Context: an optimization exercise on an open-source flow, tuned for small area. The choices shown serve that exercise and are no tape-out recipe. At most, simulation tests tie the RTL to the original design; equivalence was not proved. The flow treats the clock pin as an ideal source, which a real chip does not have.

==> run a: inputs <==
## mfe_led7seg_74hc595_controller_wrapper
module mfe_led7seg_74hc595_controller_wrapper (
    clk,
    rst,
    dat,
    vld,
    sclk,
    rclk,
    dio
    );
input           clk;
input           rst;
input  [63 : 0] dat;
input           vld;
output          sclk;
output          rclk;
output          dio;
wire [63 : 0] dat_reg;
wire          vld_n;
wire          ld;
wire          hd;
mfe_led7seg_74hc595_g_inv  u_vld_n (.a(vld), .y(vld_n));
mfe_led7seg_74hc595_g_nor2 u_ld    (.a(rst), .b(vld_n), .y(ld));
mfe_led7seg_74hc595_g_nor2 u_hd    (.a(rst), .b(vld), .y(hd));
mfe_led7seg_74hc595_store #(.W(64)) store (
    .clk  (clk),
    .ld   (ld),
    .hd   (hd),
    .d    (dat),
    .q    (dat_reg)
    );
mfe_led7seg_74hc595_controller led7seg_74hc595_ctrl (
    .clk  (clk),
    .rst  (rst),
    .dat  (dat_reg),
    .sclk (sclk),
    .rclk (rclk),
    .dio  (dio)
    );
endmodule
export LEC_CHECK = 0
export CAP_MARGIN = 20
export CORE_MARGIN = 2
export CORE_UTILIZATION = 40
export SLEW_MARGIN = 20
export SYNTH_HIERARCHICAL = 1
create_clock -name core_clock -period 5.0 [get_ports {clk}]
standard.sh (not shown) runs the stock make flow with config.mk's settings and CLKGATE_MAP_FILE= SYNTH_SCRIPT=/design/flow/synth_recipe.tcl, a recipe that flattens the netlist after the stock synthesis.
==> flow/flow/run.sh <==
#!/bin/bash
# Standard ORFS layout with three changes:
#  - the port buffers are made from the smallest buffer cell;
#  - the clock tree is built by flow/cts_tree.tcl before CTS runs (one root
#    buffer on the clock port driving five leaf buffers, each driving the
#    registers nearest to it), and CTS leaves it alone;
#  - no dummy loads on the clock tree.
set -euo pipefail
export BUFFER_PORTS_ARGS="-buffer_cell sky130_fd_sc_hd__buf_1"
export PRE_CTS_TCL="$PWD/flow/cts_tree.tcl"
export CTS_ARGS="-sink_clustering_enable -repair_clock_nets -dont_use_dummy_load -buf_list sky130_fd_sc_hd__clkbuf_8"
bash standard.sh > standard.log 2>&1
Other scripts of this flow, unchanged in this note and not shown: flow/flow/cts_tree.tcl
==> run b (differences from run a) <==
--- a/flow/design.v
+++ b/flow/design.v
@@ -59,27 +59,24 @@
 mfe_led7seg_74hc595_g_a22o  u_t5 (.a1(tgl[4]), .a2(slot[4]), .b1(a), .b2(slot[5]), .y(tgl[5]));
 generate
     for (i = 0; i < 6; i = i + 1) begin : slot_g
         mfe_led7seg_74hc595_g_tbit u_s (.rst(rst), .q(slot[i]), .t(tgl[i]), .y(slot_d[i]));
     end
 endgenerate
-wire inc, i1, i2, end0, end0n, lo, sh, hs, hd, cap, capn, c0, c0n, c1, c1n, g00n;
+wire inc, i1, i2, end0, end0n, hd, cap, capn, c0, c0n, c1, c1n, g00n;
 wire [7 : 0] sel;
 mfe_led7seg_74hc595_g_and3n u_inc (.a(slot[0]), .b(div1), .c(slot[5]), .y(inc));
 mfe_led7seg_74hc595_g_and2  u_i1  (.a(inc), .b(dig[0]), .y(i1));
 mfe_led7seg_74hc595_g_and2  u_i2  (.a(i1), .b(dig[1]), .y(i2));
 mfe_led7seg_74hc595_g_tbit  u_g0  (.rst(rst), .q(dig[0]), .t(inc), .y(dig_d[0]));
 mfe_led7seg_74hc595_g_tbit  u_g1  (.rst(rst), .q(dig[1]), .t(i1), .y(dig_d[1]));
 mfe_led7seg_74hc595_g_tbit  u_g2  (.rst(rst), .q(dig[2]), .t(i2), .y(dig_d[2]));
 mfe_led7seg_74hc595_g_and3  u_end  (.a(div0), .b(slot[5]), .c(slot[0]), .y(end0));
 mfe_led7seg_74hc595_g_nand3 u_endn (.a(div0), .b(slot[5]), .c(slot[0]), .y(end0n));
 mfe_led7seg_74hc595_g_a21o  u_f    (.a1(first), .a2(end0n), .b1(rst), .y(first_d));
-mfe_led7seg_74hc595_g_nor2  u_lo   (.a(slot[4]), .b(slot[5]), .y(lo));
-mfe_led7seg_74hc595_g_and3n u_sh   (.a(rst), .b(a), .c(lo), .y(sh));
-mfe_led7seg_74hc595_g_or2   u_hs   (.a(end0), .b(sh), .y(hs));
-mfe_led7seg_74hc595_g_nor2  u_hd   (.a(rst), .b(hs), .y(hd));
+mfe_led7seg_74hc595_g_nor2  u_hd   (.a(rst), .b(end0), .y(hd));
 mfe_led7seg_74hc595_g_nor2  u_cap  (.a(rst), .b(end0n), .y(cap));
 mfe_led7seg_74hc595_g_or2   u_capn (.a(rst), .b(end0n), .y(capn));
 mfe_led7seg_74hc595_g_nor2  u_c0   (.a(dig[2]), .b(capn), .y(c0));
 mfe_led7seg_74hc595_g_or2   u_c0n  (.a(dig[2]), .b(capn), .y(c0n));
 mfe_led7seg_74hc595_g_and2  u_c1   (.a(dig[2]), .b(cap), .y(c1));
 mfe_led7seg_74hc595_g_nand2 u_c1n  (.a(dig[2]), .b(cap), .y(c1n));
@@ -92,28 +89,34 @@
 mfe_led7seg_74hc595_g_and3n u_s5   (.a(dig[1]), .b(c1), .c(dig[0]), .y(sel[5]));
 mfe_led7seg_74hc595_g_and3n u_s6   (.a(dig[0]), .b(c1), .c(dig[1]), .y(sel[6]));
 mfe_led7seg_74hc595_g_and3  u_s7   (.a(c1), .b(dig[1]), .c(dig[0]), .y(sel[7]));
 mfe_led7seg_74hc595_snap snap (
     .clk  (clk),
     .sel  (sel),
-    .sh   (sh),
     .hd   (hd),
     .dat  (dat),
     .q    (seg_reg)
     );
-wire nz, w, n01, e0, e1, e2, pbit;
+wire nz, w, n01, m_hi, m_lo, e0, e1, e2, pbit, m, s5n;
 mfe_led7seg_74hc595_g_o21a  u_rclk (.a1(div1), .a2(slot[0]), .b1(slot[5]), .y(rclk));
 mfe_led7seg_74hc595_g_or4   u_nz   (.a(slot[4]), .b(slot[3]), .c(slot[2]), .d(slot[1]), .y(nz));
 mfe_led7seg_74hc595_g_or3n  u_w    (.a(slot[5]), .b(nz), .c(first), .y(w));
 mfe_led7seg_74hc595_g_nor2  u_n01  (.a(div1), .b(slot[0]), .y(n01));
 mfe_led7seg_74hc595_g_a21o  u_sclk (.a1(n01), .a2(w), .b1(tgl[1]), .y(sclk));
+mfe_led7seg_74hc595_g_mux4  u_mhi  (.a0(seg_reg[7]), .a1(seg_reg[6]), .a2(seg_reg[5]), .a3(seg_reg[4]),
+                                    .s0(slot[1]), .s1(slot[2]), .y(m_hi));
+mfe_led7seg_74hc595_g_mux4  u_mlo  (.a0(seg_reg[3]), .a1(seg_reg[2]), .a2(seg_reg[1]), .a3(seg_reg[0]),
+                                    .s0(slot[1]), .s1(slot[2]), .y(m_lo));
 mfe_led7seg_74hc595_g_xor2  u_e0   (.a(dig[0]), .b(slot[1]), .y(e0));
 mfe_led7seg_74hc595_g_xor2  u_e1   (.a(dig[1]), .b(slot[2]), .y(e1));
 mfe_led7seg_74hc595_g_xor2  u_e2   (.a(dig[2]), .b(slot[3]), .y(e2));
 mfe_led7seg_74hc595_g_and4n u_pbit (.a(first), .b(e0), .c(e1), .d(e2), .y(pbit));
-mfe_led7seg_74hc595_g_a22o  u_dio  (.a1(slot[4]), .a2(pbit), .b1(lo), .b2(seg_reg[7]), .y(dio));
+mfe_led7seg_74hc595_g_mux4  u_m    (.a0(m_hi), .a1(m_lo), .a2(pbit), .a3(pbit),
+                                    .s0(slot[3]), .s1(slot[4]), .y(m));
+mfe_led7seg_74hc595_g_inv   u_s5n  (.a(slot[5]), .y(s5n));
+mfe_led7seg_74hc595_g_and2  u_dio  (.a(m), .b(s5n), .y(dio));
 endmodule
 module mfe_led7seg_74hc595_g_inv (a, y);
 input a; output y;
 assign y = ~a;
 endmodule
 module mfe_led7seg_74hc595_g_nor2 (a, b, y);
@@ -205,35 +208,40 @@
 input           vld;
 output          sclk;
 output          rclk;
 output          dio;
 wire [63 : 0] dat_reg;
 wire          vld_n;
-wire          ld;
-wire          hd;
-mfe_led7seg_74hc595_g_inv  u_vld_n (.a(vld), .y(vld_n));
-mfe_led7seg_74hc595_g_nor2 u_ld    (.a(rst), .b(vld_n), .y(ld));
-mfe_led7seg_74hc595_g_nor2 u_hd    (.a(rst), .b(vld), .y(hd));
-mfe_led7seg_74hc595_store #(.W(64)) store (
-    .clk  (clk),
-    .ld   (ld),
-    .hd   (hd),
-    .d    (dat),
-    .q    (dat_reg)
-    );
+mfe_led7seg_74hc595_g_inv u_vld_n (.a(vld), .y(vld_n));
+genvar i;
+generate
+    for (i = 0; i < 4; i = i + 1) begin : quarter_g
+        wire ld;
+        wire hd;
+        mfe_led7seg_74hc595_g_nor2 u_ld (.a(rst), .b(vld_n), .y(ld));
+        mfe_led7seg_74hc595_g_nor2 u_hd (.a(rst), .b(vld), .y(hd));
+        mfe_led7seg_74hc595_store #(.W(16)) store (
+            .clk  (clk),
+            .ld   (ld),
+            .hd   (hd),
+            .d    (dat[16 * i +: 16]),
+            .q    (dat_reg[16 * i +: 16])
+            );
+    end
+endgenerate
 mfe_led7seg_74hc595_controller led7seg_74hc595_ctrl (
     .clk  (clk),
     .rst  (rst),
     .dat  (dat_reg),
     .sclk (sclk),
     .rclk (rclk),
     .dio  (dio)
     );
 endmodule
 module mfe_led7seg_74hc595_store #(
-    parameter W = 64
+    parameter W = 16
     ) (
     clk,
     ld,
     hd,
     d,
     q
@@ -255,28 +263,25 @@
     q <= nxt;
 end
 endmodule
 module mfe_led7seg_74hc595_snap (
     clk,
     sel,
-    sh,
     hd,
     dat,
     q
     );
 input             clk;
 input  [7 : 0]    sel;
-input             sh;
 input             hd;
 input  [63 : 0]   dat;
 output [7 : 0]    q;
 reg    [7 : 0]    q;
 wire   [7 : 0]    t0;
 wire   [7 : 0]    t1;
 wire   [7 : 0]    t2;
-wire   [7 : 0]    t3;
 wire   [7 : 0]    nxt;
 genvar i;
 generate
     for (i = 0; i < 8; i = i + 1) begin : bit_g
         mfe_led7seg_74hc595_aoi222 g0 (
             .a1 (sel[0]), .a2 (dat[i]),
@@ -287,32 +292,19 @@
         mfe_led7seg_74hc595_aoi222 g1 (
             .a1 (sel[3]), .a2 (dat[24 + i]),
             .b1 (sel[4]), .b2 (dat[32 + i]),
             .c1 (sel[5]), .c2 (dat[40 + i]),
             .y  (t1[i])
             );
-        if (i == 0) begin : lsb_g
-            mfe_led7seg_74hc595_aoi222 g2 (
-                .a1 (sel[6]), .a2 (dat[48 + i]),
-                .b1 (sel[7]), .b2 (dat[56 + i]),
-                .c1 (hd),     .c2 (q[i]),
-                .y  (t2[i])
-                );
-            assign t3[i] = 1'b1;
-            mfe_led7seg_74hc595_g_nand3 g4 (.a(t0[i]), .b(t1[i]), .c(t2[i]), .y(nxt[i]));
-        end
-        else begin : up_g
-            mfe_led7seg_74hc595_aoi222 g2 (
-                .a1 (sel[6]), .a2 (dat[48 + i]),
-                .b1 (sel[7]), .b2 (dat[56 + i]),
-                .c1 (sh),     .c2 (q[i - 1]),
-                .y  (t2[i])
-                );
-            mfe_led7seg_74hc595_g_nand2 g3 (.a(hd), .b(q[i]), .y(t3[i]));
-            mfe_led7seg_74hc595_g_nand4 g4 (.a(t0[i]), .b(t1[i]), .c(t2[i]), .d(t3[i]), .y(nxt[i]));
-        end
+        mfe_led7seg_74hc595_aoi222 g2 (
+            .a1 (sel[6]), .a2 (dat[48 + i]),
+            .b1 (sel[7]), .b2 (dat[56 + i]),
+            .c1 (hd),     .c2 (q[i]),
+            .y  (t2[i])
+            );
+        assign nxt[i] = ~(t0[i] & t1[i] & t2[i]);
     end
 endgenerate
 always @(posedge clk) begin
     q <= nxt;
 end
 endmodule
==> impl_metrics.env <==
export IMPL_status="complete, no violations"
export IMPL_syn_area_um2=3190
export IMPL_intPower_uw=891
export IMPL_clk_latency_ns=0.49
export IMPL_crit_start="led7seg_74hc595_ctrl.slot[3]"
export IMPL_worst_path_max_fanout=4
export IMPL_top_regs="store.q (64), led7seg_74hc595_ctrl.div (8), led7seg_74hc595_ctrl.snap.q (8)"
export IMPL_min_period_ns=3.06
export IMPL_nets=423
export IMPL_use_met1_pct=27.6
export IMPL_multi_input_gates=185
export IMPL_drt_pass1_iterations=5
The numbers above come from run a.

==> impl_metrics.env <==
export IMPL_status="complete, no violations"
export IMPL_drt_pass1_iterations=4
export IMPL_multi_input_gates=184
export IMPL_clk_latency_ns=0.48
export IMPL_min_period_ns=3.27
export IMPL_intPower_uw=891
export IMPL_crit_start="led7seg_74hc595_ctrl.slot[1]"
The numbers above come from run b.

The RTL of run b was laid out without a check of its function.

what the ideal ports hide:
In the flow no input, the clock included, has a driving cell. The finished layouts below were timed again as built, in two steps. Step 1 (the two cells are an assumption about what drives the block):
set clk [get_ports {clk}]
set_driving_cell -lib_cell sky130_fd_sc_hd__clkbuf_16 $clk
set_driving_cell -lib_cell sky130_fd_sc_hd__buf_2 [delete_from_list [all_inputs] $clk]
Step 2 times the ports against the registers' clock, not the clock port: input delays grow and output delays shrink by t, the midpoint of the rising clock arrivals with the driver on. Three values: no drivers, after step 1, after step 2; two values: the first two.
run | t (ns) | slack for setup (ns) | clock arrival spread, ns | worst data-port slew with drivers (ns) | pins driven straight from the clock port
run a | 0.511 | 1.935 / 1.906 / 2.290 | 0.018 / 0.018 | 0.04 | 1
run b | 0.508 | 1.734 / 1.705 / 2.212 | 0.007 / 0.007 | 0.05 | 1
After both steps setup and hold are still met in every run listed.
